Background: an optimization exercise with open tools, aiming at small area. Do not read the settings as production practice.
Function was checked by simulation only, so behaviour that the tests miss may differ from the original.
Power figures rest on the tool's default switching activity, not on a simulated workload.

P:
## LEGLiteSingle
module LEGLiteSingle(
	iaddr,		 
	daddr,		 
	dwrite,		 
	dread,		 
	dwdata,		 
	alu_out,	 
	clock,
	idata,		 
	ddata,		 
	reset,
	probe
	);
==> flow/config.mk <==
export PLATFORM = sky130hd
export DESIGN_NAME = LEGLiteSingle
export DESIGN_NICKNAME = LEGLiteSingle
export VERILOG_FILES = /design/flow/design.v
export SDC_FILE = /design/flow/constraint.sdc
export NUM_CORES = 4
export LEC_CHECK = 0
export CAP_MARGIN = 0
export CORE_MARGIN = 2
export CORE_UTILIZATION = 50
export GPL_TIMING_DRIVEN = 0
export SLEW_MARGIN = 0
==> flow/constraint.sdc <==
create_clock -name core_clock -period 12.0 [get_ports {clock}]
set_input_delay 2.4000 -clock core_clock [delete_from_list [all_inputs] [get_ports {clock}]]
set_output_delay 2.4000 -clock core_clock [all_outputs]
set_load 0.01 [all_outputs]
standard.sh (not shown) runs the stock make flow with config.mk's settings and CLKGATE_MAP_FILE= SYNTH_SCRIPT=/design/flow/synth_recipe.tcl, a recipe that flattens the netlist after the stock synthesis.
==> flow/flow/run.sh <==
#!/bin/bash
# Layout flow: the standard layout (standard.sh), except that synthesis maps
# the combinational logic with an area-oriented ABC script (flow/abc.script).
# Registers, their names and cell types are as in the standard synthesis.
set -euo pipefail
W=$(pwd)
F=$(cd "$(dirname "${BASH_SOURCE[0]}")" && pwd)

# ORFS's synth.tcl with the ABC script replaced
sed '/synth_preamble.tcl/a lset abc_args 1 '"$F"'/abc.script' \
    "$FLOW_HOME/scripts/synth.tcl" > "$W/area_synth.tcl"
grep -q "lset abc_args 1" "$W/area_synth.tcl"
# The standard flow's synthesis wrapper, sourcing the copy above
sed 's#source \$::env(SCRIPTS_DIR)/synth.tcl#source '"$W"'/area_synth.tcl#' \
    "$W/synth_recipe.tcl" > "$W/area_synth_recipe.tcl"
grep -q "area_synth.tcl" "$W/area_synth_recipe.tcl"
# standard.sh with that synthesis script
sed -E 's#SYNTH_SCRIPT=[^ ]+#SYNTH_SCRIPT='"$W"'/area_synth_recipe.tcl#' \
    "$W/standard.sh" > "$W/area_standard.sh"
grep -q "area_synth_recipe.tcl" "$W/area_standard.sh"

# port buffers: the smallest buffer; no dummy clock-tree loads
export BUFFER_PORTS_ARGS="-buffer_cell sky130_fd_sc_hd__buf_1"
export CTS_ARGS="-sink_clustering_enable -repair_clock_nets -dont_use_dummy_load -sink_clustering_size 8 -buf_list {sky130_fd_sc_hd__clkbuf_4} -root_buf sky130_fd_sc_hd__clkbuf_8"
# repair with small buffers (and upsizing) rather than 6x-16x buffers:
# the platform's don't-use cells plus the large buffers
DU=$(make -s -C "$FLOW_HOME" DESIGN_CONFIG="$W/config.mk" WORK_HOME="$W/orfs" print-DONT_USE_CELLS | sed -n 's/^DONT_USE_CELLS: //p')
[ -n "$DU" ]
DU="$DU sky130_fd_sc_hd__buf_6 sky130_fd_sc_hd__buf_8 sky130_fd_sc_hd__buf_12 sky130_fd_sc_hd__buf_16"
bash "$W/area_standard.sh" "DONT_USE_CELLS=$DU" finish > "$W/make_finish.log" 2>&1 || { tail -50 "$W/make_finish.log"; exit 1; }
tail -5 "$W/make_finish.log"
==> flow/flow/abc.script <==
strash
&get -n
&fraig -x
&put
scorr
dc2
strash
&get -n
&dch -f
&nf -p -a -R 1000
&put
P: flow completed, timing, DRC and antenna clean
Relative to P, the following input files were edited for Q:
diff --git a/flow/config.mk b/flow/config.mk
--- a/flow/config.mk
+++ b/flow/config.mk
@@ -10 +10 @@
-export CORE_UTILIZATION = 50
+export CORE_UTILIZATION = 60
--- outcome ---
Q: quantity of gates resized following cts higher than P. Q vs P — overall die area dropped 2300 um2. Net switching component of the power of Q exceeds that of P slightly. Taking P as the reference, in Q number of standard cells in the final layout excluding fillers fell by 28, post-layout minimum cycle time lost 0.16 ns, share of the final layout cell area in multi-input gates -0.43 points. Of the two candidates, P has the worse placeable core region and Q the better one. Q vs P — total power climbed slightly. Status: power of the sequential group parity (P, Q). Diff Q..P | residual overflow from global routing | unchanged. Looking at non-clock buffer instance count of the final layout, Q sits above P.
Input-level comparison between R and Q:
diff --git a/flow/config.mk b/flow/config.mk
--- a/flow/config.mk
+++ b/flow/config.mk
@@ -10 +10 @@
-export CORE_UTILIZATION = 60
+export CORE_UTILIZATION = 55
Notes after the runs:
- Compared to Q, R has die area about 9% higher.
- Looking at vertical die dimension, R sits 4.3% higher than Q does.
- R vs Q: first-pass GRT wire length down
- In the tables for Q and R, combinational power reads higher with Q.
- Comparing Q and R, the higher utilization after layout is on Q.
- R reports a higher global-route track usage on met3 than Q does.
- Relative to Q, the total routing resource utilization after global routing of R is lower by 3.7 points.
- ~same required time of the critical path in Q and R
- First-iteration DRC count, Q and R: higher on Q

==> re-timing with driven ports <==
In the flow no input, the clock included, has a driving cell. The finished layouts below were timed again as built, in two steps.
Step 1 assumes that a clkbuf_16 drives the clock port and a buf_2 every other input.
Step 2 moves the port delays by t, midway between the first and last clock arrival at a register: inputs arrive t later, outputs are due t later. That takes back most of the time a late clock gives input paths.
Slacks: no drivers / after step 1 / after step 2; pairs: no drivers / after step 1.
run | t, ns | setup WS [ns] | clock arrival spread, ns
P | 0.454 | 0.177 / 0.141 / 0.141 | 0.028 / 0.028
Q | 0.441 | 0.340 / 0.312 / -0.057 | 0.030 / 0.030
R | 0.427 | 0.378 / 0.346 / 0.206 | 0.056 / 0.056
Met with ideal ports but missed after step 2: setup timing in Q. For Q, which loses most, drivers alone change the setup slack by -0.028 ns; drivers and shift together by -0.397 ns.
